Background: an optimization exercise with open tools, aiming at small area. Do not read the settings as production practice. The RTL was checked by simulation tests, not by an equivalence proof against the original design.

==> inputs of violet <==
==> flow/design.v <==
module riscvboy_core_top #(
    parameter           PC_W    = 32,
    parameter           INS_W   = 32
) (
   input                clk_sys,
   input                rst     ,
   output               o_instr_ren,
   output [31:0]        o_instr_raddr    ,
   input  [INS_W-1:0]   i_instr_dina ,
   output               o_mem_wen,
   output [3:0]         o_mem_wbe,
   output               o_mem_ren,
   output [31:0]        o_mem_addr,
   input  [31:0]        i_mem_rdata,
   output [31:0]        o_mem_wdata
);
reg  [31:0] pc;         
reg         v_id;       
reg  [31:0] ins;        
reg         h1, h2;     
reg         valid_e;    
reg         halted;     
reg         rdwen_m, wen_m, ren_m;
reg  [31:0] res_m, wd_m;
reg  [4:0]  rd_m;
reg  [2:0]  f3_m;
reg         rdwen_w, ld_w;
reg  [31:0] res_w;
reg  [4:0]  rd_w;
reg  [2:0]  f3_w;
reg  [32*32-1:0] rf;    
wire [6:0] opc = ins[6:0];
wire [2:0] f3  = ins[14:12];
wire [6:0] f7  = ins[31:25];
wire [4:0] a1  = ins[19:15];
wire [4:0] a2  = ins[24:20];
wire op_r   = (opc == 7'b0110011);
wire op_i   = (opc == 7'b0010011);
wire op_l   = (opc == 7'b0000011);
wire op_jr  = (opc == 7'b1100111);
wire op_b   = (opc == 7'b1100011);
wire op_s   = (opc == 7'b0100011);
wire op_sys = (opc == 7'b1110011);
wire op_lui = (opc == 7'b0110111);
wire op_aui = (opc == 7'b0010111);
wire op_jal = (opc == 7'b1101111);
wire f7z = (f7 == 7'b0000000);
wire f7s = (f7 == 7'b0100000);
wire f3_0 = (f3 == 3'd0);
wire f3_1 = (f3 == 3'd1);
wire f3_2 = (f3 == 3'd2);
wire f3_3 = (f3 == 3'd3);
wire f3_4 = (f3 == 3'd4);
wire f3_5 = (f3 == 3'd5);
wire f3_6 = (f3 == 3'd6);
wire f3_7 = (f3 == 3'd7);
wire alu_g  = (op_r & f7z) | op_i;        
wire alu_ri = op_r | op_i;
wire i_add  = alu_g & f3_0;
wire i_sub  = op_r & f7s & f3_0;
wire i_sll  = alu_ri & f7z & f3_1;
wire i_slt  = alu_g & f3_2;
wire i_sltu = alu_g & f3_3;
wire i_xor  = alu_g & f3_4;
wire i_srl  = alu_ri & f7z & f3_5;
wire i_sra  = alu_ri & f7s & f3_5;
wire i_or   = alu_g & f3_6;
wire i_and  = alu_g & f3_7;
wire i_jalr = op_jr & f3_0;
wire lval   = op_l & ~(f3[1] & f3[0]) & ~(f3[2] & f3[1]);    
wire sval   = op_s & ~f3[2] & ~(f3[1] & f3[0]);             
wire ecall_d = op_sys & f3_0 & (ins[31:20] == 12'd0);
wire need_rd = op_lui | op_aui | op_jal | op_jr | op_l | op_i | op_r | (op_sys & ~f3_0);
wire ecall_e = valid_e & ecall_d;
wire [31:0] pc_e = pc - {27'd0, ~h1 & ~h2, h1 ^ h2, 2'b00};
wire halt    = halted | ecall_e;
wire [31:0] imm_i = {{20{ins[31]}}, ins[31:20]};
wire [31:0] imm_s = {{20{ins[31]}}, ins[31:25], ins[11:7]};
wire [31:0] imm_b = {{19{ins[31]}}, ins[31], ins[7], ins[30:25], ins[11:8], 1'b0};
wire [31:0] imm_u = {ins[31:12], 12'b0};
wire [31:0] imm_j = {{11{ins[31]}}, ins[31], ins[19:12], ins[20], ins[30:21], 1'b0};
wire use_imm = op_i | op_l | op_s | op_jr | op_lui | op_jal;
wire [31:0] imm_a = ({32{op_i | op_l | op_jr}} & imm_i) |
                    ({32{op_s}}   & imm_s) |
                    ({32{op_lui}} & imm_u) |
                    ({32{op_jal}} & imm_j);
wire [31:0] imm_pc = ({32{op_jal | op_jr}} & 32'd4) |
                     ({32{op_aui}} & imm_u) |
                     ({32{op_b}}   & imm_b);
wire [31:0] ld_data;
wire [31:0] wb_data = ld_w ? ld_data : res_w;
reg  kill1, fm1_r, fw1_r, fm2_r, fw2_r;
wire [6:0] opc_id = i_instr_dina[6:0];
wire [4:0] a1_id  = i_instr_dina[19:15];
wire [4:0] a2_id  = i_instr_dina[24:20];
wire       wr_nx  = valid_e & need_rd;        
always @(posedge clk_sys) begin
    kill1 <= (opc_id == 7'b0110111) | (opc_id == 7'b1101111);    
    fm1_r <= wr_nx & (ins[11:7] == a1_id) & (a1_id != 5'd0);
    fw1_r <= rdwen_m & (rd_m == a1_id) & (a1_id != 5'd0);
    fm2_r <= wr_nx & (ins[11:7] == a2_id) & (a2_id != 5'd0);
    fw2_r <= rdwen_m & (rd_m == a2_id) & (a2_id != 5'd0);
end
wire fm1 = fm1_r;
wire fw1 = fw1_r & ~fm1_r;
wire rf1 = ~fm1 & ~fw1 & ~kill1;
wire fm2 = fm2_r;
wire fw2 = fw2_r & ~fm2_r;
wire rf2 = ~fm2 & ~fw2;
wire [33:0] sel1, sel2;
genvar g1;
generate
    for (g1 = 1; g1 < 32; g1 = g1 + 1) begin : g_sel
        assign sel1[g1] = rf1 & (a1 == g1);
        assign sel2[g1] = rf2 & (a2 == g1);
    end
endgenerate
assign sel1[0]  = fm1 & ~kill1;
assign sel1[32] = fw1 & ~kill1;
assign sel1[33] = op_jal;
assign sel2[0]  = fm2;
assign sel2[32] = fw2;
assign sel2[33] = 1'b0;
wire [34*32-1:0] src;
assign src[0 +: 32]     = res_m;
assign src[32*32 +: 32] = wb_data;
assign src[33*32 +: 32] = pc_e;
assign src[32 +: 31*32] = rf[32 +: 31*32];
wire [31:0] op1, rs2v;
genvar gb;
generate
    for (gb = 0; gb < 32; gb = gb + 1) begin : g_rd
        wire [33:0] col1, col2;
        genvar gk;
        for (gk = 0; gk < 34; gk = gk + 1) begin : g_leg
            assign col1[gk] = sel1[gk] & src[gk*32 + gb];
            assign col2[gk] = sel2[gk] & src[gk*32 + gb];
        end
        assign op1[gb]  = |col1;
        assign rs2v[gb] = |col2;
    end
endgenerate
wire [31:0] op2 = use_imm ? imm_a : rs2v;
wire do_sub = i_sub | i_slt | i_sltu | op_b;
wire [31:0] op2x = op2 ^ {32{do_sub}};
wire [32:0] sum_a = {1'b0, op1} + {1'b0, op2x} + {32'd0, do_sub};
wire [31:0] add_a = sum_a[31:0];
wire [31:0] x12 = op1 ^ op2x;                 
wire        eq  = &x12;                        
wire        ltu = ~sum_a[32];
wire        lt  = (op1[31] ^ op2[31]) ? op1[31] : add_a[31];
wire [31:0] add_pc = pc_e + imm_pc;
wire take = op_b & ((f3[2] ? (f3[1] ? ltu : lt) : eq) ^ f3[0]) & ~(~f3[2] & f3[1]);
wire jj   = valid_e & (op_jal | i_jalr);     
wire tk   = valid_e & take;                  
wire jump = jj | tk;
function [31:0] rev32(input [31:0] x);
    integer j;
    begin
        for (j = 0; j < 32; j = j + 1) rev32[j] = x[31 - j];
    end
endfunction
wire [4:0]  shamt = op2[4:0];
wire        fill  = i_sra & op1[31];
wire [31:0] sh_in = i_sll ? rev32(op1) : op1;
wire [31:0] sh1 = shamt[4] ? {{16{fill}}, sh_in[31:16]} : sh_in;
wire [31:0] sh2 = shamt[3] ? {{8{fill}}, sh1[31:8]} : sh1;
wire [31:0] sh3 = shamt[2] ? {{4{fill}}, sh2[31:4]} : sh2;
wire [31:0] sh4 = shamt[1] ? {{2{fill}}, sh3[31:2]} : sh3;
wire [31:0] sh_r = shamt[0] ? {fill, sh4[31:1]} : sh4;
wire [31:0] sh_out = i_sll ? rev32(sh_r) : sh_r;
wire sel_a  = i_add | i_sub | lval | sval | op_lui;
wire sel_pc = op_jal | i_jalr | op_aui;
wire sel_sh = i_sll | i_srl | i_sra;
wire [31:0] result = ({32{sel_a}}  & add_a) |
                     ({32{sel_pc}} & add_pc) |
                     ({32{sel_sh}} & sh_out) |
                     ({32{i_xor | i_or}} & x12) | ({32{i_or | i_and}} & (op1 & op2x)) |
                     {31'd0, (i_slt & lt) | (i_sltu & ltu)};
reg [31:0] wdata;
always @(*) begin
    case (add_a[1:0])
        2'b00: wdata = rs2v;
        2'b01: wdata = {rs2v[23:0], rs2v[31:24]};
        2'b10: wdata = {rs2v[15:0], rs2v[31:16]};
        default: wdata = {rs2v[7:0], rs2v[31:8]};
    endcase
end
wire ld_id = v_id & (i_instr_dina[6:0] == 7'b0000011);
wire hold  = halt | ld_id;
always @(posedge clk_sys or posedge rst) begin
    if (rst) begin
        pc      <= 32'd0;
        v_id    <= 1'b0;
        valid_e <= 1'b0;
        halted  <= 1'b0;
    end else begin
        pc <= hold ? pc : jj ? add_a : tk ? add_pc : pc + 32'd4;
        v_id    <= ~(jump | halt);
        valid_e <= v_id & ~jump & ~halt;
        halted  <= halt;
    end
end
always @(posedge clk_sys) begin
    h1    <= hold;
    h2    <= h1;
    ins   <= i_instr_dina;
end
assign o_instr_ren   = 1'b1;
assign o_instr_raddr = pc;
always @(posedge clk_sys or posedge rst) begin
    if (rst) begin
        rdwen_m <= 1'b0;
        wen_m   <= 1'b0;
        ren_m   <= 1'b0;
        rdwen_w <= 1'b0;
    end else begin
        rdwen_m <= valid_e & need_rd;
        wen_m   <= valid_e & sval;
        ren_m   <= valid_e & lval;
        rdwen_w <= rdwen_m;
    end
end
always @(posedge clk_sys) begin
    res_m <= result;
    wd_m  <= wdata;
    rd_m  <= ins[11:7];
    f3_m  <= f3;
    res_w <= res_m;
    rd_w  <= rd_m;
    f3_w  <= f3_m;
    ld_w  <= ren_m;
end
assign o_mem_wen   = wen_m;
assign o_mem_ren   = ren_m;
assign o_mem_addr  = res_m;
assign o_mem_wdata = wd_m;
assign o_mem_wbe   = f3_m[1] ? 4'b1111 :
                     f3_m[0] ? (4'b0011 << res_m[1:0]) :
                               (4'b0001 << res_m[1:0]);
wire [1:0]  lo = res_w[1:0];
wire [7:0]  lbyte = lo[1] ? (lo[0] ? i_mem_rdata[31:24] : i_mem_rdata[23:16])
                          : (lo[0] ? i_mem_rdata[15:8]  : i_mem_rdata[7:0]);
wire [15:0] lhalf = lo[1] ? i_mem_rdata[31:16] : i_mem_rdata[15:0];
wire        lsgn  = ~f3_w[2];
wire        lw_   = f3_w[1];
wire        lh_   = ~f3_w[1] & f3_w[0];
wire        lb_   = ~f3_w[1] & ~f3_w[0];
wire        lext  = lsgn & (lh_ ? lhalf[15] : lbyte[7]);
assign ld_data[7:0]   = lb_ ? lbyte : lh_ ? lhalf[7:0] : i_mem_rdata[7:0];
assign ld_data[15:8]  = lw_ ? i_mem_rdata[15:8] : lh_ ? lhalf[15:8] : {8{lext}};
assign ld_data[31:16] = lw_ ? i_mem_rdata[31:16] : {16{lext}};
genvar g;
generate
    for (g = 1; g < 32; g = g + 1) begin : g_rf
        always @(posedge clk_sys)
            if (rdwen_w && (rd_w == g))
                rf[g*32 +: 32] <= wb_data;
    end
endgenerate
endmodule
==> flow/flow/run.sh <==
#!/bin/bash
# Layout flow: the standard ORFS layout (standard.sh), with these changes:
#  * synthesis maps logic with an area-recovering ABC script (flow/area.abc,
#    through flow/synth_area.tcl, which otherwise runs synth_recipe.tcl);
#  * ports are buffered with the smallest buffer cell;
#  * clock tree synthesis uses larger sink clusters and inserts no dummy loads;
#  * after global routing, gates off the critical paths are downsized.
# Each tool's full output goes to a log file in this folder (standard_flow.log
# for the make run; ORFS's own per-step logs stay under orfs/logs/).
set -euo pipefail
W=$(pwd)
export AREA_ABC_SCRIPT="$W/flow/area.abc"
export FLOW_SYNTH_TCL="$W/synth_recipe.tcl"
export BUFFER_PORTS_ARGS="-buffer_cell sky130_fd_sc_hd__buf_1"
export CTS_ARGS="-sink_clustering_enable -repair_clock_nets -dont_use_dummy_load -sink_clustering_size 20 -sink_clustering_max_diameter 80 -buf_list {sky130_fd_sc_hd__clkbuf_8 sky130_fd_sc_hd__clkbuf_16}"
export RECOVER_POWER=100

# standard.sh with the synthesis script swapped for flow/synth_area.tcl
sed -E "s#SYNTH_SCRIPT=[^ ]+#SYNTH_SCRIPT=$W/flow/synth_area.tcl#" standard.sh > flow_area.sh
grep -q "SYNTH_SCRIPT=$W/flow/synth_area.tcl" flow_area.sh
bash flow_area.sh > standard_flow.log 2>&1
==> flow/flow/area.abc <==
&get -n
&st
&dc2
&dch -f
&nf -R 1000
&st
&dch -f
&nf -R 1000
&put
==> flow/flow/synth_area.tcl <==
# The standard synthesis (synth_recipe.tcl), with one change: the ABC
# mapping step uses flow/area.abc, an area-recovering script, instead of
# ORFS's speed script. Registers, names and all other steps are unchanged.
proc abc {args} {
  set i [lsearch -exact $args -script]
  if {$i >= 0} { lset args [expr {$i + 1}] $::env(AREA_ABC_SCRIPT) }
  yosys abc {*}$args
}
source $::env(FLOW_SYNTH_TCL)
==> flow/standard.sh <==
#!/bin/bash
# synth_recipe.tcl (not shown) runs the flow's synth.tcl, then flattens the netlist and writes it again
# the make line also repeats each setting of config.mk as NAME=value (left out here)
make -C /OpenROAD-flow-scripts/flow DESIGN_CONFIG=/design/flow/config.mk WORK_HOME=/design/flow/orfs CLKGATE_MAP_FILE= SYNTH_SCRIPT=/design/flow/synth_recipe.tcl "${@:-finish}"
==> flow/config.mk <==
export PLATFORM = sky130hd
export DESIGN_NAME = riscvboy_core_top
export DESIGN_NICKNAME = riscvboy_core_top
export VERILOG_FILES = /design/flow/design.v
export SDC_FILE = /design/flow/constraint.sdc
export NUM_CORES = 4
export LEC_CHECK = 0
export CAP_MARGIN = 10
export CORE_MARGIN = 2
export CORE_UTILIZATION = 45
export PLACE_DENSITY = 0.65
export SLEW_MARGIN = 10
==> flow/constraint.sdc <==
create_clock -name core_clock -period 10.0 [get_ports {clk_sys}]
set_input_delay 2.0000 -clock core_clock [delete_from_list [all_inputs] [get_ports {clk_sys}]]
set_output_delay 2.0000 -clock core_clock [all_outputs]
set_load 0.01 [all_outputs]
==> indigo: changes against violet <==
--- a/flow/flow/run.sh
+++ b/flow/flow/run.sh
@@ -5,5 +5,4 @@
 #  * ports are buffered with the smallest buffer cell;
 #  * clock tree synthesis uses larger sink clusters and inserts no dummy loads;
-#  * after global routing, gates off the critical paths are downsized.
 # Each tool's full output goes to a log file in this folder (standard_flow.log
 # for the make run; ORFS's own per-step logs stay under orfs/logs/).
@@ -14,5 +13,4 @@
 export BUFFER_PORTS_ARGS="-buffer_cell sky130_fd_sc_hd__buf_1"
 export CTS_ARGS="-sink_clustering_enable -repair_clock_nets -dont_use_dummy_load -sink_clustering_size 20 -sink_clustering_max_diameter 80 -buf_list {sky130_fd_sc_hd__clkbuf_8 sky130_fd_sc_hd__clkbuf_16}"
-export RECOVER_POWER=100
 
 # standard.sh with the synthesis script swapped for flow/synth_area.tcl
Settings changed: CAP_MARGIN 10 to 20, SLEW_MARGIN 10 to 20.
==> summary.md <==
| Metric | Value |
|---|---|
| Status | `no timing/DRC/antenna violations` |
| Slowest cell on crit path | `o211ai_1` |
| Final Cycle Share | `88.3%` |
| Slew @ Worst Pin | `1.35 ns` |
| Vias/cell | `8.23` |
| Met3 Use GR | `28.9%` |
| Worst setup margin | `1.17 ns` |
| R2R depth | `31` |
| Max Cap Viol | `0` |
| Layout cell share with drive strength beyond 1 | `10.7%` |
The numbers above come from indigo.

==> summary.md <==
| Metric | Value |
|---|---|
| Final slew viol count | `1221` |
| Slew @ Worst Pin | `5.05 ns` |
| Status | `complete, but fails checks` |
| Max Cap Viol | `42` |
| Slowest cell on crit path | `clkbuf_1` |
| Final Cycle Share | `94.7%` |
| Layout check fault list | `max-capacitance violations, max-slew violations` |
The numbers above come from violet.

==> afterwards: timing with drivers on the ports <==
In the flow no input, the clock included, has a driving cell. The finished layouts below were timed again as built, in two steps.
Step 1 (the two cells are an assumption about what drives the block):
set clk [get_ports {clk_sys}]
set_driving_cell -lib_cell sky130_fd_sc_hd__clkbuf_16 $clk
set_driving_cell -lib_cell sky130_fd_sc_hd__buf_2 [delete_from_list [all_inputs] $clk]
Step 2 times the ports against the registers' clock, not the clock port: input delays grow and output delays shrink by t, the midpoint of the rising clock arrivals with the driver on.
a / b / c = no drivers / after step 1 / after step 2; a / b = the first two.
run | t (ns) | slack for setup (ns) | worst hold slack (ns) | slew at the worst register clock pin (ns)
violet | 0.758 | 0.535 / 0.535 / 0.128 | 0.354 / 0.354 / 0.354 | 0.10 / 0.10
indigo | 0.755 | 1.174 / 1.174 / 0.611 | 0.352 / 0.352 / 0.352 | 0.09 / 0.09
For indigo, which loses most, drivers alone change the setup slack by 0.000 ns; drivers and shift together by -0.563 ns.
